Background: an optimization exercise with open tools, aiming at small area. Do not read the settings as production practice.
RTL that was checked went through simulation tests only; none was proved equivalent to the original.
Function not checked in runs 1 to 3 and 6: the RTL went through the layout flow alone.
No activity file was given, so power comes from the tool's default toggle rates.

==> flow/design.v <==
module clk_div(
	input clk, reset,
	output tick_100k, tick_1k,
	output reg clk_1k
);
reg [6:0] a;
reg lvl;
reg [5:0] b;	 
wire a_end  = (a[5:0] == 6'b010101);
wire b_en   = a_end & lvl;
wire b_wrap = b_en & b[5] & b[4] & b[0];	 
assign tick_100k = a_end & ~lvl;
assign tick_1k   = b_wrap & ~clk_1k;
always @(posedge clk or negedge reset) begin
	if (reset == 1'b0) begin
		a <= 7'b0101011; lvl <= 0; b <= 0; clk_1k <= 0;
	end
	else begin
		a <= {a[5:0], (a[6] ^ a[5]) | a_end};
		lvl <= lvl ^ a_end;
		if (b_en) b <= (b[5] & b[4] & b[0]) ? 6'd0 : b + 1'b1;
		clk_1k <= clk_1k ^ b_wrap;
	end
end
endmodule
module segment_decode(
	input [3:0] data,
	output reg [7:0] seg_data
);
	always @(*) begin
		case (data)
			4'd0 : seg_data = 8'b0011_1111;  
			4'd1 : seg_data = 8'b0000_0110;
			4'd2 : seg_data = 8'b0101_1011;
			4'd3 : seg_data = 8'b0100_1111;
			4'd4 : seg_data = 8'b0110_0110;
			4'd5 : seg_data = 8'b0110_1101;
			4'd6 : seg_data = 8'b0111_1101;
			4'd7 : seg_data = 8'b0010_0111;
			4'd8 : seg_data = 8'b0111_1111;
			4'd9 : seg_data = 8'b0110_0111;
			default: seg_data = 8'b0000_0000;
		endcase
	end
endmodule
module segment_clock(
	input clk, en_1k, reset, started,
	input key, key_1, key_2, key_3, key_4,	 
	output [15:0] led,
	output [7:0] seg_data, seg_com
);
	reg [3:0] c_1s, c_1m, c_10m, c_1h, c_10h, c_1d, c_10d;
	reg [2:0] c_10s;
	reg [2:0] sel_count;
	reg [3:0] cur;
	reg p_1s, p_1h, p_10h, p_1d, p_10d;
	wire inc_1s   = en_1k & p_1s;
	wire rise_1s  = inc_1s & (c_1s == 4'd9);
	wire rise_10s = rise_1s & (c_10s == 3'd5);
	wire rise_1m  = rise_10s & (c_1m == 4'd9);
	genvar g;
	generate for (g = 0; g < 8; g = g + 1) begin : com
		assign seg_com[g] = started & (sel_count != ((g + 1) % 8));
	end endgenerate
	segment_decode dec(.data(cur), .seg_data(seg_data));
	wire [3:0] eq = {4{started}} &
		{c_10m == c_10d, c_1m == c_1d, {1'b0, c_10s} == c_10h, c_1s == c_1h};
	assign led = {eq[3], eq[3], eq[2], eq[2], eq[1], eq[1], eq[0], eq[0],
	              eq[3], eq[3], eq[2], eq[2], eq[1], eq[1], eq[0], eq[0]};
	reg [3:0] nxt;
	always @(*) begin
		case (sel_count)
			3'd0 : nxt = c_1s;
			3'd1 : nxt = {1'b0, c_10s};
			3'd2 : nxt = c_1m;
			3'd3 : nxt = c_10m;
			3'd4 : nxt = (c_1h > 4'd9) ? 4'd9 : c_1h;
			3'd5 : nxt = c_10h;
			3'd6 : nxt = c_1d;
			default : nxt = c_10d;
		endcase
	end
	always @(posedge clk or negedge reset) begin
		if (~reset) begin
			sel_count <= 0;
			cur <= 4'd15;
			p_1s <= 0; p_1h <= 0; p_10h <= 0; p_1d <= 0; p_10d <= 0;
		end
		else if (en_1k) begin
			sel_count <= sel_count + 1'b1;
			cur <= started ? nxt : 4'd15;
			p_1s <= key;
			p_1h <= key_1; p_10h <= key_2; p_1d <= key_3; p_10d <= key_4;
		end
	end
	always @(posedge clk or negedge reset) begin
		if (~reset) begin
			c_1s <= 0; c_10s <= 0; c_1m <= 0; c_10m <= 0;
			c_1h <= 0; c_10h <= 0; c_1d <= 0; c_10d <= 0;
		end
		else begin
			if (inc_1s)   c_1s  <= (c_1s == 4'd9) ? 4'd0 : c_1s + 1'b1;
			if (rise_1s)  c_10s <= (c_10s == 3'd5) ? 3'd0 : c_10s + 1'b1;
			if (rise_10s) c_1m  <= (c_1m == 4'd9) ? 4'd0 : c_1m + 1'b1;
			if (rise_1m)  c_10m <= (c_10m == 4'd9) ? 4'd0 : c_10m + 1'b1;
			if (en_1k & p_1h)  c_1h  <= (c_10h == 4'd9) ? 4'd0 : c_1h + 1'b1;
			if (en_1k & p_10h) c_10h <= (c_10h == 4'd9) ? 4'd0 : c_10h + 1'b1;
			if (en_1k & p_1d)  c_1d  <= (c_1d == 4'd9) ? 4'd0 : c_1d + 1'b1;
			if (en_1k & p_10d) c_10d <= (c_10d == 4'd9) ? 4'd0 : c_10d + 1'b1;
		end
	end
endmodule
module dot_matrix(
	input clk, en, reset, started,
	output step_phase,
	output [13:0] dot_row,
	output [9:0] dot_col
);
	reg [3:0] sel_count;	 
	assign dot_col[0] = started & (sel_count == 4'd0);
	assign dot_col[1] = (sel_count == 4'd9);
	assign dot_col[2] = (sel_count == 4'd8);
	assign dot_col[3] = (sel_count == 4'd7);
	assign dot_col[4] = (sel_count == 4'd6);
	assign dot_col[5] = (sel_count == 4'd5);
	assign dot_col[6] = (sel_count == 4'd4);
	assign dot_col[7] = (sel_count == 4'd3);
	assign dot_col[8] = (sel_count == 4'd2);
	assign dot_col[9] = (sel_count == 4'd1);
	assign step_phase = sel_count[1] & ~(sel_count[2] ^ sel_count[0]);
	wire mid = ~sel_count[3] & sel_count[2];
	assign dot_row[13:5] = {9{mid}};
	assign dot_row[4] = started;
	assign dot_row[3] = started & ~(sel_count == 4'd1) & ~(sel_count == 4'd0);	 
	assign dot_row[2] = mid | (sel_count == 4'd3) | (sel_count == 4'd8);		 
	assign dot_row[1] = mid;
	assign dot_row[0] = (sel_count == 4'd5) | (sel_count == 4'd6);			 
	always @(posedge clk or negedge reset) begin
		if (reset == 1'b0)
			sel_count <= 0;
		else if (en)
			sel_count <= (sel_count == 4'd9) ? 4'd0 : sel_count + 1'b1;
	end
endmodule
module step_motor(
	input clk, en, reset,
	output reg [3:0] step_motor
);
always @(posedge clk or negedge reset) begin
	if (reset == 1'b0)
		step_motor <= 0;
	else if (en)
		case (step_motor)
			4'b1000 : step_motor <= 4'b1100;
			4'b1100 : step_motor <= 4'b0100;
			4'b0100 : step_motor <= 4'b0110;
			4'b0110 : step_motor <= 4'b0010;
			4'b0010 : step_motor <= 4'b0011;
			4'b0011 : step_motor <= 4'b0001;
			4'b0001 : step_motor <= 4'b1001;
			default : step_motor <= 4'b1000;
		endcase
end
endmodule
module text_lcd(
	input clk, en, reset, started,
	output reg lcd_rs,
	output lcd_rw,
	output reg [7:0] lcd_data
);
reg [2:0] hi;
reg [4:0] lo;
assign lcd_rw = ~started;
wire text = hi[2] & hi[1];
wire wrap = text ? (lo == 5'd16) : (lo == 5'd30);
always @(*) begin
	lcd_rs = ~started;
	lcd_data = 8'd0;
	case (hi)
		3'd3 : lcd_data = 8'b0011_1000;
		3'd4 : lcd_data = 8'b0000_1111;
		3'd5 : lcd_data = 8'b0000_0110;
		3'd6 : begin
			lcd_rs = 1'b1;
			case (lo)
				5'd0  : begin lcd_rs = 1'b0; lcd_data = 8'd128; end
				5'd1  : lcd_data = 8'd83;	 
				5'd2  : lcd_data = 8'd84;	 
				5'd3  : lcd_data = 8'd79;	 
				5'd4  : lcd_data = 8'd80;	 
				5'd5  : lcd_data = 8'd87;	 
				5'd6  : lcd_data = 8'd65;	 
				5'd7  : lcd_data = 8'd84;	 
				5'd8  : lcd_data = 8'd67;	 
				5'd9  : lcd_data = 8'd72;	 
				default : lcd_data = 8'd32;
			endcase
		end
		3'd7 : begin
			lcd_rs = 1'b1;
			case (lo)
				5'd0  : begin lcd_rs = 1'b0; lcd_data = 8'd192; end
				5'd1  : lcd_data = 8'd71;	 
				5'd2  : lcd_data = 8'd65;	 
				5'd3  : lcd_data = 8'd77;	 
				5'd4  : lcd_data = 8'd69;	 
				default : lcd_data = 8'd32;
			endcase
		end
		default : ;
	endcase
end
always @(posedge clk or negedge reset) begin
	if (reset == 1'b0) begin
		hi <= 3'd0;
		lo <= 5'd21;
	end
	else if (en) begin
		lo <= wrap ? 5'd0 : lo + 1'b1;
		if (wrap & ~(hi == 3'd7)) hi <= hi + 1'b1;
	end
end
endmodule
module key_pad(
	input clk, en, reset,
	input [3:0] key_pad_row,
	output [2:0] key_pad_col,
	output started,
	output reg [11:0] key,
	output [11:0] key_rise
);
reg [1:0] s;
assign key_pad_col = {s == 2'd3, s == 2'd2, s == 2'd1};
assign started = |s;
wire [2:0] pos = {s == 2'd2, s == 2'd1, ~(s[1] ^ s[0])};
wire [3:0] hot;
assign hot[0] = (key_pad_row == 4'b0001);
assign hot[1] = (key_pad_row == 4'b0010);
assign hot[2] = (key_pad_row == 4'b0100);
assign hot[3] = (key_pad_row == 4'b1000);
wire none = (key_pad_row == 4'b0000);
wire [11:0] set, clr;
genvar r, p;
generate for (r = 0; r < 4; r = r + 1) begin : row
	for (p = 0; p < 3; p = p + 1) begin : col
		assign set[3*r+p] = en & pos[p] & hot[r];
		assign clr[3*r+p] = en & pos[p] & none;
	end
end endgenerate
assign key_rise = set & ~key;
always @(posedge clk or negedge reset) begin
	if (reset == 1'b0) begin
		s <= 0;
		key <= 0;
	end
	else begin
		if (en) s <= {s[1] ^ s[0], s[1] | ~s[0]};
		key <= set | (key & ~clr);
	end
end
endmodule
module piezo(
	input clk, en, reset,
	input [11:0] sw2,
	output reg W1_piezo
);
	reg [7:0] cnt1;	 
	wire [11:0] below;	 
	wire [11:0] two;	 
	assign below[0] = 1'b0;
	assign two[0] = 1'b0;
	genvar i;
	generate for (i = 1; i < 12; i = i + 1) begin : oh
		assign below[i] = below[i-1] | sw2[i-1];
		assign two[i] = two[i-1] | (below[i] & sw2[i]);
	end endgenerate
	wire one = (below[11] | sw2[11]) & ~two[11] & ~sw2[0];
	wire [11:1] ge;
	assign ge[1]  = cnt1 >= 8'd171;
	assign ge[2]  = cnt1 >= 8'd152;
	assign ge[3]  = cnt1 >= 8'd143;
	assign ge[4]  = cnt1 >= 8'd128;
	assign ge[5]  = cnt1 >= 8'd114;
	assign ge[6]  = cnt1 >= 8'd101;
	assign ge[7]  = cnt1 >= 8'd96;
	assign ge[8]  = cnt1 >= 8'd85;
	assign ge[9]  = cnt1 >= 8'd76;
	assign ge[10] = cnt1 >= 8'd72;
	assign ge[11] = cnt1 >= 8'd64;
	wire toggle = ~one | |(sw2[11:1] & ge);
	always @(posedge clk or negedge reset) begin
		if (reset == 1'b0) begin
			cnt1 <= 0;
			W1_piezo <= 0;
		end
		else if (en) begin
			if (toggle) begin
				W1_piezo <= ~W1_piezo;
				cnt1 <= 0;
			end
			else cnt1 <= cnt1 + 1'b1;
		end
	end
endmodule
module top(
	input clk, push_0, push_1, rst,
	input [3:0] key_pad_row,
	output [2:0] key_pad_col,
	output [7:0] seg_data, seg_com, lcd_data,
	output [9:0] dot_col,
	output [13:0] dot_row,
	output [3:0] step_motor,
	output [15:0] led,
	output W1_piezo,
	output lcd_rs, lcd_rw, lcd_en
);
	wire tick_100k, tick_1k, tick_step;
	wire started;
	wire [11:0] key, key_rise;
	wire step_phase;
	clk_div u1(.clk(clk), .reset(rst), .tick_100k(tick_100k), .tick_1k(tick_1k),
		.clk_1k(lcd_en));
	assign tick_step = tick_1k & step_phase;
	key_pad u7(.clk(clk), .en(tick_1k), .reset(rst), .key_pad_row(key_pad_row),
		.key_pad_col(key_pad_col), .started(started), .key(key), .key_rise(key_rise));
	segment_clock u2(.clk(clk), .en_1k(tick_1k), .reset(rst), .started(started),
		.key(key[0]), .key_1(key_rise[1]), .key_2(key_rise[4]), .key_3(key_rise[7]),
		.key_4(key_rise[10]), .led(led), .seg_data(seg_data), .seg_com(seg_com));
	dot_matrix u3(.clk(clk), .en(tick_1k), .reset(rst), .started(started),
		.step_phase(step_phase), .dot_row(dot_row), .dot_col(dot_col));
	step_motor u4(.clk(clk), .en(tick_step), .reset(rst), .step_motor(step_motor));
	text_lcd u5(.clk(clk), .en(tick_1k), .reset(rst), .started(started),
		.lcd_rs(lcd_rs), .lcd_rw(lcd_rw), .lcd_data(lcd_data));
	piezo u8(.clk(clk), .en(tick_100k), .reset(rst), .sw2(key), .W1_piezo(W1_piezo));
endmodule
==> flow/flow/run.sh <==
#!/bin/bash
# Layout flow: the standard synthesis, then the combinational logic of
# the synthesised netlist is mapped again by ABC for area (the registers,
# their names and cell types are kept), checked equivalent to the standard
# netlist by SAT, and the standard layout runs on the result.
set -uo pipefail
W=$(pwd)
R=$W/orfs/results/$FLOW_PLATFORM/top/base
LIB=$FLOW_HOME/platforms/$FLOW_PLATFORM/lib/sky130_fd_sc_hd__tt_025C_1v80.lib
PCFG=$FLOW_HOME/platforms/$FLOW_PLATFORM/config.mk

bash standard.sh synth > $W/synth.log 2>&1 || exit 1
cp $R/1_2_yosys.v $W/std_synth.v

DU=$(sed -n '/DONT_USE_CELLS/,/^$/p' $PCFG | grep -o 'sky130_fd_sc_hd__[a-z0-9_]*' | sed 's/^/-dont_use /' | tr '\n' ' ')
SEQL=$(grep -o "sky130_fd_sc_hd__\(df\|edf\|sdf\|dl[rx]\)[a-z0-9_]*" $W/std_synth.v | sort -u)
SEQ=$(echo $SEQL | tr '\n' ' ')
SEL=$(for s in $SEQL; do echo -n "t:$s "; done)

best=$W/std_synth.v
best_area=$(yosys -p "read_liberty -lib $LIB; read_verilog $W/std_synth.v; hierarchy -top top; stat -liberty $LIB" 2>&1 | grep "Chip area" | awk '{print $NF}')
echo "standard: $best_area" > $W/resynth_summary.txt

i=0
while read -r S; do
  [ -z "$S" ] && continue
  i=$((i+1))
  C=$W/resynth_$i.v
  yosys -p "read_liberty -ignore_miss_func $LIB; blackbox $SEQ; read_verilog $W/std_synth.v; hierarchy -top top; flatten; rename -hide w:_*; opt_clean -purge; abc -liberty $LIB $DU -script +$(echo "$S" | sed 's/ /,/g'); opt_clean -purge; hilomap -singleton -hicell sky130_fd_sc_hd__conb_1 HI -locell sky130_fd_sc_hd__conb_1 LO; insbuf -buf sky130_fd_sc_hd__buf_1 A X; splitnets; opt_clean -purge; hierarchy -top top; select -assert-none t:\$lut; stat -liberty $LIB; write_verilog -noattr -nohex -nodec $C" > $W/resynth_$i.log 2>&1 || continue
  a=$(grep "Chip area" $W/resynth_$i.log | tail -1 | awk '{print $NF}')
  yosys -p "read_liberty -ignore_miss_func $LIB; blackbox $SEQ; read_verilog $W/std_synth.v; rename top gold; read_verilog $C; rename top gate; hierarchy; flatten gold gate; opt_clean -purge; expose -cut -evert $SEL; miter -equiv -flatten -make_assert gold gate miter; hierarchy -top miter; sat -verify -prove-asserts miter" > $W/equiv_$i.log 2>&1
  ok=$?
  # the same registers, by instance name and cell type
  r1=$(grep -o "sky130_fd_sc_hd__\(df\|edf\|sdf\|dl[rx]\)[a-z0-9_]* [^ ]*" $W/std_synth.v | sort | md5sum)
  r2=$(grep -o "sky130_fd_sc_hd__\(df\|edf\|sdf\|dl[rx]\)[a-z0-9_]* [^ ]*" $C | sort | md5sum)
  echo "script $i [$S]: area $a equiv_exit $ok regs_same $([ "$r1" == "$r2" ] && echo yes || echo no)" >> $W/resynth_summary.txt
  if [ $ok -eq 0 ] && [ "$r1" == "$r2" ] && awk "BEGIN{exit !($a < $best_area)}"; then
    best=$C; best_area=$a
  fi
done < $W/flow/abc_scripts.txt
echo "chosen: $best $best_area" >> $W/resynth_summary.txt

cp $best $R/1_2_yosys.v
touch $R/1_2_yosys.v
set -a; source $W/flow/layout.env; set +a
bash standard.sh finish > $W/layout.log 2>&1
==> flow/flow/abc_scripts.txt <==
strash;dch -f;amap
strash;dch -f;map -a;topo
==> flow/flow/layout.env <==
BUFFER_PORTS_ARGS="-buffer_cell sky130_fd_sc_hd__buf_1"
CTS_ARGS="-sink_clustering_enable -repair_clock_nets -dont_use_dummy_load -buf_list sky130_fd_sc_hd__clkbuf_8"
==> flow/standard.sh <==
#!/bin/bash
# synth_recipe.tcl (not shown) runs the flow's synth.tcl, then flattens the netlist and writes it again
# the make line also repeats each setting of config.mk as NAME=value (left out here)
make -C /OpenROAD-flow-scripts/flow DESIGN_CONFIG=/design/flow/config.mk WORK_HOME=/design/flow/orfs CLKGATE_MAP_FILE= SYNTH_SCRIPT=/design/flow/synth_recipe.tcl "${@:-finish}"
==> flow/config.mk <==
export PLATFORM = sky130hd
export DESIGN_NAME = top
export DESIGN_NICKNAME = top
export VERILOG_FILES = /design/flow/design.v
export SDC_FILE = /design/flow/constraint.sdc
export NUM_CORES = 4
export LEC_CHECK = 0
export ABC_AREA = 1
export CAP_MARGIN = 20
export CORE_MARGIN = 2
export CORE_UTILIZATION = 40
export SLEW_MARGIN = 20
==> flow/constraint.sdc <==
create_clock -name core_clock -period 40.0 [get_ports {clk}]
set_input_delay 8.0000 -clock core_clock [delete_from_list [all_inputs] [get_ports {clk}]]
set_output_delay 8.0000 -clock core_clock [all_outputs]
set_load 0.01 [all_outputs]
==> impl_metrics.json, run 1 <==
{
  "vias": 4864,
  "cp_top_family": "compound AO/OA/AOI/OAI gates",
  "core_um2": 12600,
  "min_period_ns": 10.32,
  "tns_ns": 0,
  "firstDrtPassIters": 5,
  "crit_type": "reg -> out",
  "whs_path_depth": 0,
  "p_clk_frac": 0.329,
  "timing.final.crit_share": 0.258,
  "hold_ws_ns": 0.372,
  "busiest_layer": "met2",
  "path_max_fanout": 4,
  "cpPeakStageDelay_ns": 0.66,
  "insertedDiodeCount": 0,
  "dieWidth_um": 117,
  "die_h_um": 117,
  "synth_area_um2": 5140,
  "max_freq_mhz": 96.9,
  "gp_congestion": 0.892,
  "finalClockSkew_ns": 0.0222,
  "finalHoldViolCount": 0,
  "max_slew_margin": 0.358,
  "h-tree-depth": 3,
  "die_area_um2": 13800,
  "vdd_ir_drop_max_v": 0.0000122,
  "drive_gt1_frac": 0.0348,
  "tightest_slew_ns": 0.963,
  "area_growth_pct": 11.4,
  "hold_path_startpoint": "u1.a[0]",
  "reg2reg_from": "u1.a[0]",
  "hold_buffers": 0,
  "endpoint_kind": "output pin",
  "gr-usage-met1": 0.247,
  "pwr-share-seq": 0.650,
  "gr-usage-met2": 0.290,
  "slew_violations": 0,
  "root_buffer": "clkbuf_8",
  "antenna_found_initial": 0,
  "rows": 41,
  "cts_setup_buffers": 0,
  "hold_class": "reg -> reg",
  "avgSynthCellArea_um2": 7.92,
  "cts_tree": "built",
  "start_util": 0.409,
  "reg2reg_slack_ns": 35.09,
  "worstSkewPairLatency_ns": 0.37,
  "swShare": 0.215,
  "drtAntennaViolNets": 0,
  "fin_area_um2": 5730,
  "grt_usage": 0.182,
  "synth_cells": 649,
  "p_sw_mw": 0.0326,
  "critPathMostFrequentCell": "clkinv_1",
  "port_buffers": 79,
  "ios": 83,
  "drtIter0Drc": 349,
  "fin_nets": 729,
  "grt_pass1_wl_um": 20700,
  "cts_resized": 0,
  "wirelength_um": 12400,
  "power_frac_comb": 0.021,
  "power.leakage_nw": 2.23,
  "drc_errors": 0,
  "crit_required_ns": 32.00,
  "syn_nets": 657,
  "ys_warn_count": 8,
  "grt_start_max_net_pins": 79,
  "critical_path.startpoint_type": "flip-flop",
  "cpMaxStageDelayCell": "a2111oi_0",
  "gr-total-overflow": 0,
  "hpwl_um": 9270,
  "wire_per_inst_um": 13.9,
  "whs_endpoint": "u1.a[1]",
  "max-cap-violations": 0,
  "arrival_ns": 2.32,
  "cts_buffer_depth": 2,
  "reg2reg_to": "u2.c_10m[2]",
  "grt_util_met3": 0.0336,
  "cts_buffers": 9,
  "cellPowerDensity_nw_per_um2": 26.5,
  "n_fill_cell": 1253,
  "critPathBufInv": 3,
  "outcome": "timing/DRC/antenna clean",
  "via_per_inst": 5.46,
  "rr_worst_depth": 17,
  "rsz0062_at_grt": "false",
  "grt_pass1_vias": 4364,
  "intPower_mw": 0.119,
  "setup-violations-final": 0,
  "placed_area_um2": 5600,
  "worstPathCellList": "clkinv_1, a222oi_1, clkinv_1, a2111oi_0, buf_1",
  "cts_sinks": 97,
  "clk_pin_slew_worst_paths_ns": 0.09
}
-- stage by stage --
step / setup slack, ns / cells / total power [mW] / util
detailed placement: 29.90 / 882 / 0.104 / 0.446
CTS: 29.49 / 891 / 0.154 / 0.455
finish: 29.68 / 891 / 0.152 / 0.456
global placement: 30.05 / 882 / 0.104 / 0.446
global route: 29.42 / 891 / 0.158 / 0.456
floorplan: 30.00 / 649 / 0.101 / -
-- how the worst max path moves through the flow --
stage | slack [ns] | start | end | cells after the start
after floorplan | 30.00 | u2.c_10m[1] | led[14] | 5
after global placement | 30.05 | u2.c_1h[0] | led[1] | 6
after detailed placement | 29.90 | u2.c_1h[0] | led[9] | 6
after CTS | 29.49 | u2.c_1h[0] | led[9] | 6
after global routing | 29.42 | u2.c_10m[1] | led[15] | 5
final | 29.68 | u2.c_10m[1] | led[15] | 5
-- power groups by stage --
stage | sequential [mW] | combinational [mW] | clock, mW
finish | 0.0986 | 0.00314 | 0.0499
global placement | 0.101 | 0.00325 | 0
CTS | 0.0986 | 0.00334 | 0.0523
floorplan | 0.100 | 0.000816 | 0
global route | 0.0987 | 0.00373 | 0.0558
detailed placement | 0.101 | 0.00335 | 0
-- worst register-to-register path, stage by stage, from the launching register on --
cell and delay, ns:
dfstp_2 0.54, nand4b_1 0.08, nor3_1 0.31, and3_1 0.31, nand3_1 0.14, nor2_1 0.11
buf_4 0.27, clkinv_1 0.63, nor3_1 0.54, nand2_1 0.19, nor4_1 0.46, nand2_1 0.23
or3_1 0.40, nor2_1 0.18, clkinv_1 0.11, nor2_1 0.16, nor2_1 0.06, a21oi_1 0.11
-- layout by cell type (no fill, tap or decap), types with 3 or more instances in the layout --
cell       instances
nor2_1           140
clkinv_1         101
dfrtp_1           86
buf_1             78
nand2_1           60
o21ai_0           31
a21oi_1           30
o22ai_1           28
nor3_1            20
a211oi_1          11
dfstp_2           11
clkbuf_8           9
nand3_1            7
or2_0              7
o31ai_1            7
o21a_1             6
a31oi_1            6
a221oi_1           6
a222oi_1           6
and3_1             5
a22oi_1            5
o221ai_1           5
nor4_1             5
or3_1              5
o32ai_1            4
a2111oi_0          4
buf_4              4
o41ai_1            3
o211ai_1           3
-- sequential cells by signal (all words and copies together) (netlist names), 4 cells and up --
name / cells
u2.c_1s: 4
u2.c_10d: 4
u3.sel_count: 4
u2.c_1m: 4
u1.a: 7
u2.c_10m: 4
u2.c_1h: 4
u2.c_10h: 4
u5.lo: 5
u4.step_motor: 4
u2.c_1d: 4
u7.key: 12
u2.cur: 4
u1.b: 6
u8.cnt1: 8
-- layer usage --
| metal | routed length (um) | up-vias | share of wire |
|---|---|---|---|
| li1 | - | 2404 | - |
| met2 | 5700 | 139 | 0.46 |
| met4 | 219 | 0 | 0.018 |
| met1 | 5850 | 2303 | 0.47 |
| met3 | 612 | 18 | 0.049 |
| met5 | 0 | - | 0 |
-- cell type report --
type	instances	area, um^2	share of cell area
clock buffers	9	124	0.0216
inverters	101	379	0.0662
multi-input cells	429	2240	0.391
flip-flops and latches	97	2440	0.426
well taps	172	215	0.0376
repair buffers	83	330	0.0577
==> run 2: changes to the inputs <==
==> flow/flow/abc_scripts.txt (replaced) <==
strash;dch -f;amap
strash;dc2;dch -f;amap
strash;&get -n;&deepsyn -T 30;&put;dc2;dch -f;amap
==> flow/flow/layout.env (replaced) <==
BUFFER_PORTS_ARGS="-buffer_cell sky130_fd_sc_hd__buf_1"
CTS_ARGS="-sink_clustering_enable -repair_clock_nets -dont_use_dummy_load -buf_list sky130_fd_sc_hd__clkbuf_8 -sink_clustering_size 30 -sink_clustering_max_diameter 200"
==> run 2 against run 1 <==
  * Still clean
  * Clock skew fell by 0.0036 ns
  * Register-to-register slack improved by 0.76 ns
  * Sequential share of layout area grew 2.0 points
  * Global-route usage fell by 0.75 points
  * Hold slack better by 0.016 ns
  * Clock power increased by 1%
  * Core utilization barely moved
  * Final cell count is 6.1% lower
  * Combinational power decreased by 14%
  * Critical path type unchanged
  * Largest cell class unchanged
  * Highest routed layer unchanged
==> impl_metrics.json, run 2 <==
{
  "outcome": "timing/DRC/antenna clean",
  "final_cell_mix": "nor2_1 (148), clkinv_1 (88), dfrtp_1 (86)",
  "total_power_mw": 0.151,
  "cts_buffers": 9,
  "finalClockSkew_ns": 0.0186,
  "vias": 4387,
  "whs_path_depth": 0,
  "synth_area_um2": 4920,
  "syn_nets": 630,
  "grt_start_max_net_pins": 55,
  "gr-total-overflow": 0,
  "cts_sinks": 97,
  "register_area_um2": 2440,
  "drtIter0Drc": 197,
  "max-cap-violations": 0,
  "max_slew_margin": 0.239,
  "drtAntennaViolNets": 0,
  "root_buffer": "clkbuf_8",
  "hpwl_um": 8260,
  "cts_resized": 0,
  "h-tree-depth": 3,
  "clk_pin_slew_worst_paths_ns": 0.09,
  "dieWidth_um": 115,
  "firstDrtPassIters": 6,
  "crit_type": "reg -> out",
  "fin_nets": 700,
  "largest_reg_flops": 12,
  "vdd_ir_drop_max_v": 0.0000118,
  "start_util": 0.410,
  "cts_tree": "built",
  "setup-violations-final": 0,
  "wirelength_um": 11000,
  "via_per_inst": 5.24,
  "ios": 83,
  "endpoint_kind": "output pin",
  "hold_buffers": 0,
  "drive_gt1_frac": 0.0333,
  "tns_ns": 0,
  "grt_pass1_wl_um": 18500,
  "drc_errors": 0,
  "rows": 40,
  "cellPowerDensity_nw_per_um2": 27.7,
  "timing.final.crit_share": 0.270,
  "fin_area_um2": 5470,
  "cts_buffer_depth": 2,
  "insertedDiodeCount": 0,
  "tightest_slew_ns": 1.14,
  "gp_congestion": 0.884,
  "wire_per_inst_um": 13.2,
  "grt_pass1_vias": 3985,
  "cts_setup_buffers": 0,
  "final_common_cell": "nor2_1",
  "final_cells": 837,
  "largest_register": "u7.key",
  "area_growth_pct": 11.0,
  "rsz0062_at_grt": "false",
  "die_area_um2": 13200,
  "max_freq_mhz": 92.4,
  "slew_violations": 0,
  "port_buffers": 79,
  "hold_class": "reg -> reg",
  "place_inst": 828,
  "ys_warn_count": 8,
  "avgSynthCellArea_um2": 7.92,
  "antenna_found_initial": 0,
  "arrival_ns": 2.82,
  "grt_usage": 0.175,
  "finalHoldViolCount": 0,
  "critical_path.startpoint_type": "flip-flop",
  "min_period_ns": 10.82,
  "crit_required_ns": 32.00,
  "n_fill_cell": 1236,
  "multi_input_area_um2": 2070,
  "power.leakage_nw": 2.17,
  "synth_cells": 622,
  "worstSkewPairLatency_ns": 0.36,
  "hold_ws_ns": 0.388,
  "path_max_fanout": 12,
  "die_h_um": 115,
  "rr_worst_depth": 24,
  "placed_area_um2": 5340,
  "largestRegisters": "u7.key (12), u8.cnt1 (8), u1.a (7)",
  "core_um2": 12000
}
-- run 2: final cells by class --
type,count,share of cell area
flip-flops and latches,97,0.447
well taps,147,0.0336
repair buffers,81,0.0577
inverters,88,0.0604
multi-input cells,415,0.379
clock buffers,9,0.0227
-- run 2: path summary, 6_finish.rpt --
kind,start,slack [ns],end
worst max-delay path,u7.s[0],29.18,led[12]
worst min-delay path,u1.a[0],0.39,u1.a[1]
worst max register to register,u1.a[3],35.85,u2.c_10m[1]
worst min register to register,u1.a[0],0.39,u1.a[1]
max in group asynchronous,rst,31.23,u7.key[1]
min in group asynchronous,rst,7.67,u4.step_motor[2]
-- run 2: per-layer routing --
metal	up-vias	share of wire	track usage
li1	2252	-	-
met1	2043	0.47	0.237
met2	75	0.48	0.279
met3	17	0.028	0.0258
met4	0	0.022	0.0787
met5	-	0	0
-- run 2: critical path: stages, from the launching register on --
cell and delay, ns:
dfrtp_1 0.41, nor2_1 0.87, clkinv_1 0.61, o2111ai_1 0.28
a221oi_1 0.12, buf_1 0.16
-- run 2: metrics by stage --
stage	worst slack (ns)	utilization
floorplan	30.01	-
global placement	29.64	0.445
detailed placement	29.55	0.445
CTS	29.12	0.455
global route	29.06	0.455
finish	29.18	0.455
-- run 2: power by group --
group          switching [mW]  internal, mW
Clock                  0.0302        0.0202
Sequential          0.0000504        0.0981
Combinational         0.00235      0.000348
Total                  0.0326         0.119
==> run 3: changes to the inputs <==
==> flow/flow/layout.env (replaced) <==
BUFFER_PORTS_ARGS="-buffer_cell sky130_fd_sc_hd__buf_1"
CTS_ARGS="-sink_clustering_enable -repair_clock_nets -dont_use_dummy_load -buf_list sky130_fd_sc_hd__clkbuf_8 -sink_clustering_size 20 -sink_clustering_max_diameter 150"
==> run 3 against run 2 <==
  * Still clean
  * Core utilization unchanged
  * Register-to-register slack about the same
  * Combinational power about the same
  * Final area unchanged
  * Critical path type unchanged
  * Largest power group unchanged
  * Highest routed layer unchanged
==> impl_metrics.json, run 3 <==
{
  "wirelength_um": 11000,
  "drtIter0Drc": 197,
  "reg2reg_from": "u1.a[3]",
  "worstSkewPairLatency_ns": 0.36,
  "gp_congestion": 0.884,
  "syn_nets": 630,
  "cts_resized": 0,
  "endpoint_kind": "output pin",
  "firstDrtPassIters": 6,
  "wire_per_inst_um": 13.2,
  "grt_start_max_net_pins": 55,
  "clk_pin_slew_worst_paths_ns": 0.09,
  "vdd_ir_drop_max_v": 0.0000118,
  "reg2reg_to": "u2.c_10m[1]",
  "die_h_um": 115,
  "grt_pass1_vias": 3985,
  "core_um2": 12000,
  "largest_reg_flops": 12,
  "cpPeakStageDelay_ns": 0.87,
  "worstPathCellList": "nor2_1, clkinv_1, o2111ai_1, a221oi_1, buf_1",
  "final_cells": 837,
  "critical_path.startpoint_type": "flip-flop",
  "fin_nets": 700,
  "area_growth_pct": 11.0,
  "cts_buffer_depth": 2,
  "die_area_um2": 13200,
  "hold_class": "reg -> reg",
  "via_per_inst": 5.24,
  "drc_errors": 0,
  "hold_path_startpoint": "u1.a[0]",
  "hpwl_um": 8260,
  "drtAntennaViolNets": 0,
  "finalHoldViolCount": 0,
  "cellPowerDensity_nw_per_um2": 27.7,
  "largest_register": "u7.key",
  "cts_tree": "built",
  "finalClockSkew_ns": 0.0186,
  "critPathBufInv": 2,
  "gr-total-overflow": 0,
  "ys_warn_count": 8,
  "crit_cells": 5,
  "crit_required_ns": 32.00,
  "hold_buffers": 0,
  "ios": 83,
  "tightest_slew_ns": 1.14,
  "power.leakage_nw": 2.17,
  "crit_type": "reg -> out",
  "cts_setup_buffers": 0,
  "timing.final.crit_share": 0.270,
  "final_cell_mix": "nor2_1 (148), clkinv_1 (88), dfrtp_1 (86)",
  "crit_end": "led[12]",
  "max_slew_margin": 0.239,
  "min_period_ns": 10.82,
  "post-route-util": 0.455,
  "avgSynthCellArea_um2": 7.92,
  "tns_ns": 0,
  "insertedDiodeCount": 0,
  "max_freq_mhz": 92.4,
  "cpMaxStageDelayCell": "nor2_1",
  "grt_pass1_wl_um": 18500,
  "path_max_fanout": 12,
  "max-cap-violations": 0,
  "rr_worst_depth": 24,
  "synth_cells": 622,
  "port_buffers": 79,
  "dieWidth_um": 115,
  "root_buffer": "clkbuf_8",
  "synth_area_um2": 4920,
  "slew_violations": 0,
  "outcome": "timing/DRC/antenna clean",
  "arrival_ns": 2.82,
  "grt_usage": 0.175,
  "antenna_found_initial": 0,
  "vias": 4387,
  "place_inst": 828,
  "cts_sinks": 97,
  "rsz0062_at_grt": "false",
  "startpoint": "u7.s[0]",
  "cts_buffers": 9,
  "drive_gt1_frac": 0.0333,
  "final_common_cell": "nor2_1",
  "cp_top_family": "simple AND/OR/NAND/NOR gates",
  "n_fill_cell": 1236,
  "start_util": 0.410,
  "reg2reg_slack_ns": 35.85,
  "setup-violations-final": 0,
  "h-tree-depth": 3,
  "hold_ws_ns": 0.388,
  "largestRegisters": "u7.key (12), u8.cnt1 (8), u1.a (7)",
  "rows": 40
}
[run 3: how the worst min path moves through the flow]
stage	slack [ns]	end	depth (start not counted)
final	0.39	u1.a[1]	0
after global routing	0.38	u1.a[1]	0
after CTS	0.38	u1.a[1]	0
after detailed placement	0.36	u1.a[1]	0
after global placement	0.36	u1.a[5]	0
after floorplan	0.35	u1.a[1]	0
[run 3: metal layers]
metal | track usage | vias to the layer above | share of wire
met5 | 0 | - | 0
met4 | 0.0787 | 0 | 0.022
met3 | 0.0258 | 17 | 0.028
met2 | 0.279 | 75 | 0.48
met1 | 0.237 | 2043 | 0.47
li1 | - | 2252 | -
[run 3: area by class of cell]
cell class,instances,area (um^2),area share
Sequential cell,97,2440,0.447
Multi-Input combinational cell,415,2070,0.379
Inverter,88,330,0.0604
Timing Repair Buffer,81,315,0.0577
Tap cell,147,184,0.0336
Clock buffer,9,124,0.0227
[run 3: through the flow]
step                instance area (um^2)  setup slack, ns  power, mW
floorplan                           4920            30.01      0.100
global placement                    5340            29.64      0.103
detailed placement                  5340            29.55      0.103
CTS                                 5470            29.12      0.154
global route                        5470            29.06      0.157
finish                              5470            29.18      0.151
[run 3: power breakdown]
group / internal [mW] / total (mW) / switching (mW)
registers: 0.0981 / 0.0981 / 0.0000504
clock network: 0.0202 / 0.0505 / 0.0302
logic: 0.000348 / 0.00270 / 0.00235
[run 3: worst reg2reg max path, cell delays in order, from the launching register on]
cell      delay (ns)
dfstp_2         0.38
nor3_1          0.20
nand3_1         0.15
nor2_1          0.15
nand2_1         0.09
clkinv_1        0.08
and3_1          0.29
nand2_1         0.13
nor2_1          0.13
nand2_1         0.13
nor3_1          0.25
nand2_1         0.12
nor2_1          0.15
clkinv_1        0.12
nor2_1          0.19
nand2_1         0.13
nor2_1          0.25
nand2_1         0.12
nor2_1          0.16
clkinv_1        0.13
nor2_1          0.18
nand2_1         0.09
o21a_1          0.12
nor3_1          0.19
a211oi_1        0.07
==> run 4: changes to the inputs <==
--- a/flow/design.v
+++ b/flow/design.v
@@ -47,4 +47,5 @@
 	input clk, en_1k, reset, started,
 	input key, key_1, key_2, key_3, key_4,	 
+	output par,	 
 	output [15:0] led,
 	output [7:0] seg_data, seg_com
@@ -63,4 +64,5 @@
 		assign seg_com[g] = started & (sel_count != ((g + 1) % 8));
 	end endgenerate
+	assign par = sel_count[0];
 	segment_decode dec(.data(cur), .seg_data(seg_data));
 	wire [3:0] eq = {4{started}} &
@@ -112,33 +114,36 @@
 endmodule
 module dot_matrix(
-	input clk, en, reset, started,
+	input clk, en, reset, started, par,
 	output step_phase,
 	output [13:0] dot_row,
 	output [9:0] dot_col
 );
-	reg [3:0] sel_count;	 
-	assign dot_col[0] = started & (sel_count == 4'd0);
-	assign dot_col[1] = (sel_count == 4'd9);
-	assign dot_col[2] = (sel_count == 4'd8);
-	assign dot_col[3] = (sel_count == 4'd7);
-	assign dot_col[4] = (sel_count == 4'd6);
-	assign dot_col[5] = (sel_count == 4'd5);
-	assign dot_col[6] = (sel_count == 4'd4);
-	assign dot_col[7] = (sel_count == 4'd3);
-	assign dot_col[8] = (sel_count == 4'd2);
-	assign dot_col[9] = (sel_count == 4'd1);
-	assign step_phase = sel_count[1] & ~(sel_count[2] ^ sel_count[0]);
-	wire mid = ~sel_count[3] & sel_count[2];
+	reg [2:0] m5;	 
+	wire [9:0] j;
+	assign j[0] = ~par & (m5 == 3'd0);
+	assign j[1] =  par & (m5 == 3'd1);
+	assign j[2] = ~par & (m5 == 3'd2);
+	assign j[3] =  par & (m5 == 3'd3);
+	assign j[4] = ~par & (m5 == 3'd4);
+	assign j[5] =  par & (m5 == 3'd0);
+	assign j[6] = ~par & (m5 == 3'd1);
+	assign j[7] =  par & (m5 == 3'd2);
+	assign j[8] = ~par & (m5 == 3'd3);
+	assign j[9] =  par & (m5 == 3'd4);
+	assign dot_col[0] = started & j[0];
+	assign dot_col[9:1] = {j[1], j[2], j[3], j[4], j[5], j[6], j[7], j[8], j[9]};
+	assign step_phase = (m5 == 3'd2);
+	wire mid = j[4] | j[5] | j[6] | j[7];
 	assign dot_row[13:5] = {9{mid}};
 	assign dot_row[4] = started;
-	assign dot_row[3] = started & ~(sel_count == 4'd1) & ~(sel_count == 4'd0);	 
-	assign dot_row[2] = mid | (sel_count == 4'd3) | (sel_count == 4'd8);		 
+	assign dot_row[3] = started & ~j[1] & ~j[0];	 
+	assign dot_row[2] = mid | j[3] | j[8];		 
 	assign dot_row[1] = mid;
-	assign dot_row[0] = (sel_count == 4'd5) | (sel_count == 4'd6);			 
+	assign dot_row[0] = j[5] | j[6];			 
 	always @(posedge clk or negedge reset) begin
 		if (reset == 1'b0)
-			sel_count <= 0;
+			m5 <= 0;
 		else if (en)
-			sel_count <= (sel_count == 4'd9) ? 4'd0 : sel_count + 1'b1;
+			m5 <= (m5 == 3'd4) ? 3'd0 : m5 + 1'b1;
 	end
 endmodule
@@ -316,5 +321,5 @@
 );
 	wire tick_100k, tick_1k, tick_step;
-	wire started;
+	wire started, par;
 	wire [11:0] key, key_rise;
 	wire step_phase;
@@ -326,6 +331,6 @@
 	segment_clock u2(.clk(clk), .en_1k(tick_1k), .reset(rst), .started(started),
 		.key(key[0]), .key_1(key_rise[1]), .key_2(key_rise[4]), .key_3(key_rise[7]),
-		.key_4(key_rise[10]), .led(led), .seg_data(seg_data), .seg_com(seg_com));
-	dot_matrix u3(.clk(clk), .en(tick_1k), .reset(rst), .started(started),
+		.key_4(key_rise[10]), .par(par), .led(led), .seg_data(seg_data), .seg_com(seg_com));
+	dot_matrix u3(.clk(clk), .en(tick_1k), .reset(rst), .started(started), .par(par),
 		.step_phase(step_phase), .dot_row(dot_row), .dot_col(dot_col));
 	step_motor u4(.clk(clk), .en(tick_step), .reset(rst), .step_motor(step_motor));
==> flow/flow/layout.env (replaced) <==
BUFFER_PORTS_ARGS="-buffer_cell sky130_fd_sc_hd__buf_1"
CTS_ARGS="-sink_clustering_enable -repair_clock_nets -dont_use_dummy_load -buf_list sky130_fd_sc_hd__clkbuf_8 -sink_buffer_max_cap_derate 0.5"
==> run 4 against run 3 <==
  * Still clean
  * Routed wire length rose by 2.4%
  * Hold slack worse by 0.017 ns
  * Clock skew up 0.0097 ns
  * Register-to-register slack improved by 0.37 ns
  * Final cell count rose by 2.9%
  * Critical path type unchanged
  * Critical endpoint is now lcd_data[2]
==> impl_metrics.json, run 4 <==
{
  "core_um2": 12100,
  "drc_errors": 0,
  "final_common_cell": "nor2_1",
  "rsz0062_at_grt": "false",
  "gr-usage-met2": 0.301,
  "power.leakage_nw": 2.21,
  "vdd_ir_drop_max_v": 0.0000166,
  "crit_type": "reg -> out",
  "largest_reg_flops": 12,
  "layout_setup_ws_ns": 29.13,
  "whs_endpoint": "u1.a[1]",
  "gr-total-overflow": 0,
  "port_buffers": 79,
  "start_util": 0.411,
  "crit_required_ns": 32.00,
  "slew_violations": 0,
  "fin_nets": 703,
  "cpPeakStageDelay_ns": 0.38,
  "area_growth_pct": 11.6,
  "p_sw_mw": 0.0342,
  "dp_worst_setup_slack_ns": 29.55,
  "intPower_mw": 0.119,
  "place_inst": 852,
  "synth_area_um2": 4950,
  "gp_congestion": 0.882,
  "hpwl_um": 8580,
  "wirelength_um": 11300,
  "pwr-share-seq": 0.641,
  "dieWidth_um": 115,
  "drtIter0Drc": 248,
  "hold_buffers": 0,
  "power_frac_comb": 0.028,
  "antenna_found_initial": 0,
  "critPathMostFrequentCell": "nor2_1",
  "largest_register": "u7.key",
  "finalHoldViolCount": 0,
  "die_h_um": 115,
  "cts_buffers": 9,
  "fin_area_um2": 5530,
  "grt_pass1_wl_um": 19100,
  "drive_gt1_frac": 0.0346,
  "final_cells": 861,
  "setup-violations-final": 0,
  "min_period_ns": 10.87,
  "reg2reg_to": "u2.c_10m[1]",
  "syn_nets": 632,
  "hold_path_startpoint": "u1.a[0]",
  "whs_path_depth": 0,
  "n_fill_cell": 1214,
  "max_freq_mhz": 92.0,
  "timing.final.crit_share": 0.272,
  "root_buffer": "clkbuf_8",
  "clk_pin_slew_worst_paths_ns": 0.07,
  "critical_path.startpoint_type": "flip-flop",
  "largestRegisters": "u7.key (12), u8.cnt1 (8), u1.a (7)",
  "cts_buffer_depth": 2,
  "final_cell_mix": "nor2_1 (160), clkinv_1 (93), dfrtp_1 (85)",
  "grt_util_met3": 0.0358,
  "cellPowerDensity_nw_per_um2": 27.7,
  "p_clk_frac": 0.331,
  "vias": 4497,
  "hold_class": "reg -> reg",
  "rr_worst_depth": 20,
  "gr-usage-met1": 0.223,
  "max_slew_margin": 0.387,
  "ios": 83,
  "wire_per_inst_um": 13.1,
  "endpoint_kind": "output pin",
  "reg2reg_slack_ns": 36.22,
  "firstDrtPassIters": 4,
  "synth_cells": 624,
  "cpMaxStageDelayCell": "dfrtp_1",
  "grt_pass1_vias": 4265,
  "path_max_fanout": 5,
  "drtAntennaViolNets": 0,
  "grt_start_max_net_pins": 65,
  "arrival_ns": 2.87,
  "finalClockSkew_ns": 0.0283,
  "swShare": 0.224,
  "rows": 40,
  "cts_sinks": 96,
  "tns_ns": 0,
  "post-route-util": 0.458,
  "cts_resized": 0,
  "cts_setup_buffers": 0,
  "cts_tree": "built",
  "tightest_slew_ns": 0.896,
  "worstSkewPairLatency_ns": 0.38,
  "h-tree-depth": 3,
  "worstPathCellList": "clkinv_1, nor2_1, clkinv_1, nor3_1, o21ai_0, nor2_1, nor2_1, o41ai_1, nor2_1, nor2_1, nand2_1, o21ai_0, buf_1",
  "avgSynthCellArea_um2": 7.94,
  "outcome": "timing/DRC/antenna clean",
  "via_per_inst": 5.22,
  "placed_area_um2": 5410,
  "insertedDiodeCount": 0,
  "ys_warn_count": 8,
  "register_area_um2": 2420,
  "busiest_layer": "met2",
  "max-cap-violations": 0,
  "multi_input_area_um2": 2110,
  "die_area_um2": 13300,
  "grt_usage": 0.179,
  "reg2reg_from": "u1.a[0]"
}
[run 4: cell types whose count changed in the layout (fill, tap and decap cells not counted), sizes merged, moves of 3 or more]
| cell | before | now |
|---|---|---|
| a21oi | 37 | 20 |
| nand2 | 49 | 37 |
| nor2 | 148 | 160 |
| o22ai | 21 | 32 |
| nand3 | 11 | 4 |
| nor3 | 26 | 33 |
| a31oi | 11 | 6 |
| clkinv | 88 | 93 |
| a32oi | 5 | 1 |
| o32ai | 2 | 5 |
| or2 | 8 | 11 |
[run 4: worst max-delay path by stage]
stage	start	end	slack, ns	depth (start not counted)
after floorplan	u5.hi[1]	lcd_data[2]	29.95	12
after global placement	u5.hi[1]	lcd_data[2]	29.53	13
after detailed placement	u5.hi[1]	lcd_data[2]	29.55	13
after CTS	u5.hi[1]	lcd_data[2]	29.12	13
after global routing	u5.hi[1]	lcd_data[2]	28.75	13
final	u5.hi[1]	lcd_data[2]	29.13	13
[run 4: cell type report]
| cell class | count | share of cell area |
|---|---|---|
| timing repair buffer | 82 | 0.0584 |
| clock buffer | 9 | 0.0224 |
| tap | 168 | 0.0380 |
| multi-input combinational | 413 | 0.381 |
| inverter | 93 | 0.0631 |
| sequential | 96 | 0.437 |
[run 4: stage by stage]
step	total power, mW	hold WS, ns
after CTS	0.155	0.374
after global placement	0.104	0.356
after global routing	0.159	0.378
after floorplan	0.102	0.354
after detailed placement	0.104	0.363
final	0.153	0.371
[run 4: per-layer routing]
layer | up-vias | share of wire
li1 | 2274 | -
met1 | 2106 | 0.46
met2 | 103 | 0.48
met3 | 14 | 0.043
met4 | 0 | 0.017
met5 | - | 0
[run 4: power by group through the flow]
| stage | Sequential [mW] | Clock, mW | Combinational [mW] |
|---|---|---|---|
| 6_report | 0.0981 | 0.0506 | 0.00432 |
| 5_1_grt | 0.0982 | 0.0562 | 0.00509 |
| 4_1_cts | 0.0981 | 0.0527 | 0.00454 |
| 3_5_place_dp | 0.100 | 0 | 0.00451 |
| 3_3_place_gp | 0.0999 | 0 | 0.00440 |
| 2_1_floorplan | 0.0998 | 0 | 0.00181 |
[run 4: critical path: cells and delay by family, from the launching register on]
family | cells | cell delay [ns]
AO/OA/AOI/OAI | 3 | 0.61
buffers and inverters | 3 | 0.43
flip-flops | 1 | 0.38
AND/OR/NAND/NOR | 7 | 1.09
==> run 5: changes to the inputs <==
==> flow/flow/layout.env (replaced) <==
BUFFER_PORTS_ARGS="-buffer_cell sky130_fd_sc_hd__buf_1"
CTS_ARGS="-sink_clustering_enable -repair_clock_nets -dont_use_dummy_load -buf_list sky130_fd_sc_hd__clkbuf_8"
==> run 5 against run 4 <==
  * Core utilization unchanged
  * Sequential power hardly changed
  * Largest power group unchanged
  * Highest routed layer unchanged
  * Final area unchanged
  * Combinational power is essentially flat
  * Synthesized cell count unchanged
  * Via count did not move
  * Die area did not move
  * Maximum frequency unchanged
  * Count of clock-buffer cells in the layout did not move
  * Worst setup slack did not move
  * Final cell count did not move
==> impl_metrics.json, run 5 <==
{
  "outcome": "timing/DRC/antenna clean",
  "hold_class": "reg -> reg",
  "insertedDiodeCount": 0,
  "cts_tree": "built",
  "multi_input_area_um2": 2110,
  "cts_buffer_depth": 2,
  "port_buffers": 79,
  "largest_register": "u7.key",
  "root_buffer": "clkbuf_8",
  "finalHoldViolCount": 0,
  "gp_congestion": 0.882,
  "avgSynthCellArea_um2": 7.94,
  "hpwl_um": 8580,
  "max_freq_mhz": 92.0,
  "gr-total-overflow": 0,
  "cts_sinks": 96,
  "h-tree-depth": 3,
  "crit_required_ns": 32.00,
  "via_per_inst": 5.22,
  "path_max_fanout": 5,
  "placed_area_um2": 5410,
  "cts_buffers": 9,
  "dieWidth_um": 115,
  "n_fill_cell": 1214,
  "drive_gt1_frac": 0.0346,
  "rows": 40,
  "cts_setup_buffers": 0,
  "antenna_found_initial": 0,
  "dp_worst_setup_slack_ns": 29.55,
  "cellPowerDensity_nw_per_um2": 27.7,
  "min_period_ns": 10.87,
  "vdd_ir_drop_max_v": 0.0000166,
  "grt_pass1_vias": 4265,
  "finalClockSkew_ns": 0.0283,
  "timing.final.crit_share": 0.272,
  "power.leakage_nw": 2.21,
  "grt_usage": 0.179,
  "crit_type": "reg -> out",
  "drc_errors": 0,
  "slew_violations": 0,
  "drtIter0Drc": 248,
  "clk_pin_slew_worst_paths_ns": 0.07,
  "drtAntennaViolNets": 0,
  "total_power_mw": 0.153,
  "final_cell_mix": "nor2_1 (160), clkinv_1 (93), dfrtp_1 (85)",
  "max_slew_margin": 0.387,
  "syn_nets": 632,
  "worstSkewPairLatency_ns": 0.38,
  "cts_resized": 0,
  "tns_ns": 0,
  "ys_warn_count": 8,
  "start_util": 0.411,
  "die_area_um2": 13300,
  "critical_path.startpoint_type": "flip-flop",
  "cpPeakStageDelay_ns": 0.38,
  "grt_pass1_wl_um": 19100,
  "layout_setup_ws_ns": 29.13,
  "ios": 83,
  "max-cap-violations": 0,
  "tightest_slew_ns": 0.896,
  "cpMaxStageDelayCell": "dfrtp_1",
  "fin_area_um2": 5530,
  "firstDrtPassIters": 4,
  "die_h_um": 115,
  "largestRegisters": "u7.key (12), u8.cnt1 (8), u1.a (7)",
  "synth_cells": 624,
  "area_growth_pct": 11.6,
  "largest_reg_flops": 12,
  "worstPathCellList": "clkinv_1, nor2_1, clkinv_1, nor3_1, o21ai_0, nor2_1, nor2_1, o41ai_1, nor2_1, nor2_1, nand2_1, o21ai_0, buf_1",
  "final_common_cell": "nor2_1",
  "fin_nets": 703,
  "critPathMostFrequentCell": "nor2_1",
  "core_um2": 12100,
  "setup-violations-final": 0,
  "grt_start_max_net_pins": 65,
  "wirelength_um": 11300,
  "hold_buffers": 0,
  "register_area_um2": 2420,
  "rsz0062_at_grt": "false",
  "hold_ws_ns": 0.371,
  "vias": 4497,
  "synth_area_um2": 4950,
  "arrival_ns": 2.87,
  "wire_per_inst_um": 13.1,
  "endpoint_kind": "output pin"
}
run 5: cell counts in the layout (fill, tap and decap cells not counted):
Identical to the previous run, type by type.
run 5: report_power, final:
part	switching [mW]	internal (mW)	leakage, nW	total [mW]
Combinational	0.00322	0.00110	0.871	0.00432
Sequential	0.000590	0.0975	1.27	0.0981
Clock	0.0304	0.0202	0.0647	0.0506
Total	0.0342	0.119	2.21	0.153
run 5: layout make-up:
cell class | count | area share
well taps | 168 | 0.0380
repair buffers | 82 | 0.0584
inverters | 93 | 0.0631
flip-flops and latches | 96 | 0.437
clock buffers | 9 | 0.0224
multi-input cells | 413 | 0.381
run 5: metrics by stage:
| stage | cells | util |
|---|---|---|
| after floorplan | 624 | - |
| after global placement | 852 | 0.448 |
| after detailed placement | 852 | 0.448 |
| after CTS | 861 | 0.458 |
| after global routing | 861 | 0.458 |
| final | 861 | 0.458 |
run 5: routing by layer:
metal / GRT usage / wire length, um / up-vias
met5: 0 / 0 / -
met4: 0.0787 / 189 / 0
met3: 0.0358 / 483 / 14
met2: 0.301 / 5390 / 103
met1: 0.223 / 5210 / 2106
li1: - / - / 2274
run 5: path summary, 6_finish.rpt:
| check | endpoint | depth (start not counted) | slack, ns | from |
|---|---|---|---|---|
| worst max-delay path | lcd_data[2] | 13 | 29.13 | u5.hi[1] |
| worst min-delay path | u1.a[1] | 0 | 0.37 | u1.a[0] |
| worst max register to register | u2.c_10m[1] | 20 | 36.22 | u1.a[0] |
| worst min register to register | u1.a[1] | 0 | 0.37 | u1.a[0] |
| max in group asynchronous | u2.p_10d | 2 | 31.22 | rst |
| min in group asynchronous | u2.c_10m[1] | 1 | 7.61 | rst |
run 5: worst max-delay path, delay by kind of cell (launching register included):
kind                   cells  cell delay (ns)
flip-flops                 1             0.38
AO/OA/AOI/OAI              3             0.61
buffers and inverters      3             0.43
AND/OR/NAND/NOR            7             1.09
==> run 6: changes to the inputs <==
--- a/flow/design.v
+++ b/flow/design.v
@@ -177,6 +177,6 @@
 reg [4:0] lo;
 assign lcd_rw = ~started;
-wire text = hi[2] & hi[1];
-wire wrap = text ? (lo == 5'd16) : (lo == 5'd30);
+wire wrap = &lo;
+wire to_text = hi[2] & (hi[1] | hi[0]);
 always @(*) begin
 	lcd_rs = ~started;
@@ -189,14 +189,14 @@
 			lcd_rs = 1'b1;
 			case (lo)
-				5'd0  : begin lcd_rs = 1'b0; lcd_data = 8'd128; end
-				5'd1  : lcd_data = 8'd83;	 
-				5'd2  : lcd_data = 8'd84;	 
-				5'd3  : lcd_data = 8'd79;	 
-				5'd4  : lcd_data = 8'd80;	 
-				5'd5  : lcd_data = 8'd87;	 
-				5'd6  : lcd_data = 8'd65;	 
-				5'd7  : lcd_data = 8'd84;	 
-				5'd8  : lcd_data = 8'd67;	 
-				5'd9  : lcd_data = 8'd72;	 
+				5'd15 : begin lcd_rs = 1'b0; lcd_data = 8'd128; end
+				5'd16 : lcd_data = 8'd83;	 
+				5'd17 : lcd_data = 8'd84;	 
+				5'd18 : lcd_data = 8'd79;	 
+				5'd19 : lcd_data = 8'd80;	 
+				5'd20 : lcd_data = 8'd87;	 
+				5'd21 : lcd_data = 8'd65;	 
+				5'd22 : lcd_data = 8'd84;	 
+				5'd23 : lcd_data = 8'd67;	 
+				5'd24 : lcd_data = 8'd72;	 
 				default : lcd_data = 8'd32;
 			endcase
@@ -205,9 +205,9 @@
 			lcd_rs = 1'b1;
 			case (lo)
-				5'd0  : begin lcd_rs = 1'b0; lcd_data = 8'd192; end
-				5'd1  : lcd_data = 8'd71;	 
-				5'd2  : lcd_data = 8'd65;	 
-				5'd3  : lcd_data = 8'd77;	 
-				5'd4  : lcd_data = 8'd69;	 
+				5'd15 : begin lcd_rs = 1'b0; lcd_data = 8'd192; end
+				5'd16 : lcd_data = 8'd71;	 
+				5'd17 : lcd_data = 8'd65;	 
+				5'd18 : lcd_data = 8'd77;	 
+				5'd19 : lcd_data = 8'd69;	 
 				default : lcd_data = 8'd32;
 			endcase
@@ -219,8 +219,8 @@
 	if (reset == 1'b0) begin
 		hi <= 3'd0;
-		lo <= 5'd21;
+		lo <= 5'd22;
 	end
 	else if (en) begin
-		lo <= wrap ? 5'd0 : lo + 1'b1;
+		lo <= wrap ? (to_text ? 5'd15 : 5'd1) : lo + 1'b1;
 		if (wrap & ~(hi == 3'd7)) hi <= hi + 1'b1;
 	end
==> flow/flow/run.sh (replaced) <==
#!/bin/bash
# Layout flow: the standard synthesis, then the combinational logic of
# the synthesised netlist is mapped again by ABC for area with several
# scripts (the registers, their names and cell types are kept); each result
# is checked equivalent to the standard netlist by SAT, the smallest is
# kept, and the standard layout runs on it with the settings of
# flow/layout.env (port buffer cell, clock tree options).
set -uo pipefail
W=$(pwd)
R=$W/orfs/results/$FLOW_PLATFORM/top/base
LIB=$FLOW_HOME/platforms/$FLOW_PLATFORM/lib/sky130_fd_sc_hd__tt_025C_1v80.lib
PCFG=$FLOW_HOME/platforms/$FLOW_PLATFORM/config.mk

bash standard.sh synth > $W/synth.log 2>&1 || exit 1
cp $R/1_2_yosys.v $W/std_synth.v

DU=$(sed -n '/DONT_USE_CELLS/,/^$/p' $PCFG | grep -o 'sky130_fd_sc_hd__[a-z0-9_]*' | sed 's/^/-dont_use /' | tr '\n' ' ')
SEQL=$(grep -o "sky130_fd_sc_hd__\(df\|edf\|sdf\|dl[rx]\)[a-z0-9_]*" $W/std_synth.v | sort -u)
SEQ=$(echo $SEQL | tr '\n' ' ')
SEL=$(for s in $SEQL; do echo -n "t:$s "; done)
regs() { grep -o "sky130_fd_sc_hd__\(df\|edf\|sdf\|dl[rx]\)[a-z0-9_]* [^ ]*" $1 | sort | md5sum; }
R0=$(regs $W/std_synth.v)

one() {
  i=$1; S=$2; C=$W/resynth_$i.v
  yosys -p "read_liberty -ignore_miss_func $LIB; blackbox $SEQ; read_verilog $W/std_synth.v; hierarchy -top top; flatten; rename -hide w:_*; opt_clean -purge; abc -liberty $LIB $DU -script +$(echo "$S" | sed 's/ /,/g'); opt_clean -purge; hilomap -singleton -hicell sky130_fd_sc_hd__conb_1 HI -locell sky130_fd_sc_hd__conb_1 LO; insbuf -buf sky130_fd_sc_hd__buf_1 A X; splitnets; opt_clean -purge; hierarchy -top top; select -assert-none t:\$lut; stat -liberty $LIB; write_verilog -noattr -nohex -nodec $C" > $W/resynth_$i.log 2>&1 || { echo "script $i [$S]: failed" > $W/res_$i.txt; return; }
  a=$(grep "Chip area" $W/resynth_$i.log | tail -1 | awk '{print $NF}')
  yosys -p "read_liberty -ignore_miss_func $LIB; blackbox $SEQ; read_verilog $W/std_synth.v; rename top gold; read_verilog $C; rename top gate; hierarchy; flatten gold gate; opt_clean -purge; expose -cut -evert $SEL; miter -equiv -flatten -make_assert gold gate miter; hierarchy -top miter; sat -verify -prove-asserts miter" > $W/equiv_$i.log 2>&1
  ok=$?
  same=no; [ "$(regs $C)" == "$R0" ] && same=yes
  echo "script $i [$S]: area $a equiv_exit $ok regs_same $same" > $W/res_$i.txt
}

i=0; pids=()
while read -r S; do
  [ -z "$S" ] && continue
  i=$((i+1))
  one $i "$S" &
  pids+=($!)
  if [ ${#pids[@]} -ge ${NUM_CORES:-4} ]; then wait ${pids[0]}; pids=("${pids[@]:1}"); fi
done < $W/flow/abc_scripts.txt
wait

best=$W/std_synth.v
best_area=$(yosys -p "read_liberty -lib $LIB; read_verilog $W/std_synth.v; hierarchy -top top; stat -liberty $LIB" 2>&1 | grep "Chip area" | awk '{print $NF}')
echo "standard: $best_area" > $W/resynth_summary.txt
for f in $(ls $W/res_*.txt | sort -V); do
  cat $f >> $W/resynth_summary.txt
  j=$(basename $f .txt | cut -d_ -f2)
  read a ok same < <(sed -n 's/.*area \([0-9.]*\) equiv_exit \([0-9]*\) regs_same \([a-z]*\).*/\1 \2 \3/p' $f)
  [ -z "${a:-}" ] && continue
  if [ "$ok" == "0" ] && [ "$same" == "yes" ] && awk "BEGIN{exit !($a < $best_area)}"; then
    best=$W/resynth_$j.v; best_area=$a
  fi
done
echo "chosen: $best $best_area" >> $W/resynth_summary.txt

cp $best $R/1_2_yosys.v
touch $R/1_2_yosys.v
set -a; source $W/flow/layout.env; set +a
bash standard.sh finish > $W/layout.log 2>&1
==> flow/flow/abc_scripts.txt (replaced) <==
strash;dch -f;amap
strash;dc2;dch -f;amap
strash;&get -n;&deepsyn -T 60 -S 1;&put;dc2;dch -f;amap
strash;&get -n;&deepsyn -T 60 -S 2;&put;dc2;dch -f;amap
strash;&get -n;&deepsyn -T 60 -S 3;&put;dc2;dch -f;amap
strash;&get -n;&deepsyn -T 60 -S 4;&put;dc2;dch -f;amap
strash;&get -n;&deepsyn -T 60 -S 5;&put;dch -f;amap
strash;&get -n;&deepsyn -T 60 -S 6;&put;dch -f;amap
==> run 6 against run 5 <==
  * Still clean
  * Sequential share of layout area rose by 0.70 points
  * Critical endpoint is now led[8]
  * Highest routed layer unchanged
  * Critical path depth shrank 8
  * Critical path type unchanged
  * Combinational power shrank 16%
  * Largest power group unchanged
  * Clock skew fell by 0.0082 ns
  * Non-clock buffer count is 1 lower
==> impl_metrics.json, run 6 <==
{
  "critPathBufInv": 2,
  "antenna_found_initial": 0,
  "die_area_um2": 13200,
  "grt_usage": 0.184,
  "endpoint_kind": "output pin",
  "crit_required_ns": 32.00,
  "core_um2": 12000,
  "hold_class": "reg -> reg",
  "arrival_ns": 2.73,
  "drtIter0Drc": 247,
  "gp_congestion": 0.949,
  "insertedDiodeCount": 0,
  "vdd_ir_drop_max_v": 0.0000174,
  "cts_setup_buffers": 0,
  "cpMaxStageDelayCell": "nor2_1",
  "clk_pin_slew_worst_paths_ns": 0.08,
  "tightest_slew_ns": 1.07,
  "root_buffer": "clkbuf_8",
  "wirelength_um": 11400,
  "max_slew_margin": 0.281,
  "whs_endpoint": "u1.a[1]",
  "p_clk_frac": 0.333,
  "min_period_ns": 10.73,
  "p_sw_mw": 0.0340,
  "drc_errors": 0,
  "critical_path.startpoint_type": "flip-flop",
  "finalHoldViolCount": 0,
  "worstSkewPairLatency_ns": 0.38,
  "cts_tree": "built",
  "hpwl_um": 8610,
  "vias": 4505,
  "rsz0062_at_grt": "false",
  "largestRegisters": "u7.key (12), u8.cnt1 (8), u1.a (7)",
  "synth_area_um2": 4900,
  "start_util": 0.410,
  "rr_worst_depth": 21,
  "intPower_mw": 0.118,
  "cts_buffer_depth": 2,
  "reg2reg_from": "u1.a[3]",
  "cellPowerDensity_nw_per_um2": 28.0,
  "tns_ns": 0,
  "timing.final.crit_share": 0.268,
  "max-cap-violations": 0,
  "whs_path_depth": 0,
  "wire_per_inst_um": 13.7,
  "crit_type": "reg -> out",
  "drtAntennaViolNets": 0,
  "slew_violations": 0,
  "path_max_fanout": 13,
  "ios": 83,
  "area_growth_pct": 11.0,
  "cp_top_family": "simple AND/OR/NAND/NOR gates",
  "pwr-share-seq": 0.643,
  "setup-violations-final": 0,
  "swShare": 0.223,
  "gr-usage-met2": 0.298,
  "hold_path_startpoint": "u1.a[0]",
  "final_common_cell": "nor2_1",
  "cpPeakStageDelay_ns": 0.83,
  "gr-usage-met1": 0.246,
  "n_fill_cell": 1227,
  "cts_resized": 0,
  "reg2reg_slack_ns": 35.57,
  "max_freq_mhz": 93.2,
  "busiest_layer": "met2",
  "ys_warn_count": 8,
  "firstDrtPassIters": 5,
  "drive_gt1_frac": 0.0334,
  "grt_start_max_net_pins": 51,
  "die_h_um": 115,
  "dieWidth_um": 115,
  "h-tree-depth": 3,
  "worstPathCellList": "nor2_1, clkinv_1, o2111ai_1, a211oi_1, buf_1",
  "finalClockSkew_ns": 0.0201,
  "port_buffers": 79,
  "via_per_inst": 5.40,
  "fin_nets": 698,
  "reg2reg_to": "u2.c_10m[3]",
  "largest_register": "u7.key",
  "syn_nets": 628,
  "largest_reg_flops": 12,
  "hold_ws_ns": 0.371,
  "power_frac_comb": 0.024,
  "power.leakage_nw": 2.24,
  "rows": 40,
  "cts_buffers": 9,
  "hold_buffers": 0,
  "gr-total-overflow": 0,
  "avgSynthCellArea_um2": 7.90,
  "cts_sinks": 96,
  "grt_pass1_vias": 4071,
  "final_cell_mix": "nor2_1 (156), dfrtp_1 (85), clkinv_1 (83)",
  "outcome": "timing/DRC/antenna clean",
  "grt_util_met3": 0.0386,
  "synth_cells": 620,
  "grt_pass1_wl_um": 19200
}
run 6: metal layers:
layer,share of wire,vias up
met5,0,-
met4,0.017,0
met3,0.054,14
met2,0.46,133
met1,0.47,2112
li1,-,2246
run 6: layout make-up:
class	count	area [um^2]	area share
Tap cell	147	184	0.0338
Inverter	83	312	0.0573
Timing Repair Buffer	81	315	0.0579
Sequential cell	96	2420	0.444
Multi-Input combinational cell	419	2090	0.384
Clock buffer	9	124	0.0228
run 6: power by group through the flow:
| stage | registers [mW] | clock network [mW] | logic (mW) |
|---|---|---|---|
| after floorplan | 0.0998 | 0 | 0.00117 |
| after global placement | 0.0999 | 0 | 0.00375 |
| after detailed placement | 0.0999 | 0 | 0.00378 |
| after CTS | 0.0981 | 0.0531 | 0.00380 |
| after global routing | 0.0981 | 0.0570 | 0.00429 |
| final | 0.0980 | 0.0508 | 0.00362 |
run 6: per-stage QoR:
| stage | setup WS, ns | instance area, um^2 | util | std cells | power, mW |
|---|---|---|---|---|---|
| global route | 29.07 | 5440 | 0.455 | 835 | 0.159 |
| global placement | 29.67 | 5320 | 0.445 | 826 | 0.104 |
| finish | 29.27 | 5440 | 0.455 | 835 | 0.152 |
| detailed placement | 29.65 | 5320 | 0.445 | 826 | 0.104 |
| CTS | 29.24 | 5440 | 0.455 | 835 | 0.155 |
| floorplan | 30.21 | 4900 | - | 620 | 0.101 |
run 6: worst max path at each step:
stage	startpoint	to	slack [ns]	cells past startpoint
6_report	u7.s[0]	led[8]	29.27	5
2_1_floorplan	u5.hi[2]	lcd_data[4]	30.21	11
5_1_grt	u7.s[0]	led[0]	29.07	5
4_1_cts	u7.s[0]	led[8]	29.24	5
3_3_place_gp	u7.s[0]	led[8]	29.67	5
3_5_place_dp	u7.s[0]	led[8]	29.65	5

static timing again, ports no longer ideal:
In the flow no input, the clock included, has a driving cell. The finished layouts below were timed again as built, in two steps.
Step 1 (the two cells are an assumption about what drives the block):
set clk [get_ports {clk}]
set_driving_cell -lib_cell sky130_fd_sc_hd__clkbuf_16 $clk
set_driving_cell -lib_cell sky130_fd_sc_hd__buf_2 [delete_from_list [all_inputs] $clk]
Step 2, shift: input delay + t, output delay - t, t = (earliest + latest rising clock arrival at the registers) / 2. This alone moves slack from input paths to output paths.
a / b / c = ideal / step 1 / step 2; a / b = the first two.
| run | t, ns | setup WS [ns] | worst setup path at the end | worst data-port slew with drivers (ns) |
|---|---|---|---|---|
| run 1 | 0.389 | 29.676 / 29.645 / 30.034 | register to output | 0.03 |
| run 2 | 0.387 | 29.183 / 29.150 / 29.536 | register to output | 0.03 |
| run 3 | 0.387 | 29.183 / 29.150 / 29.536 | register to output | 0.03 |
| run 4 | 0.396 | 29.134 / 29.102 / 29.498 | register to output | 0.03 |
| run 5 | 0.396 | 29.134 / 29.102 / 29.498 | register to output | 0.03 |
| run 6 | 0.398 | 29.273 / 29.240 / 29.638 | register to output | 0.04 |
After both steps setup and hold are still met in every run listed.
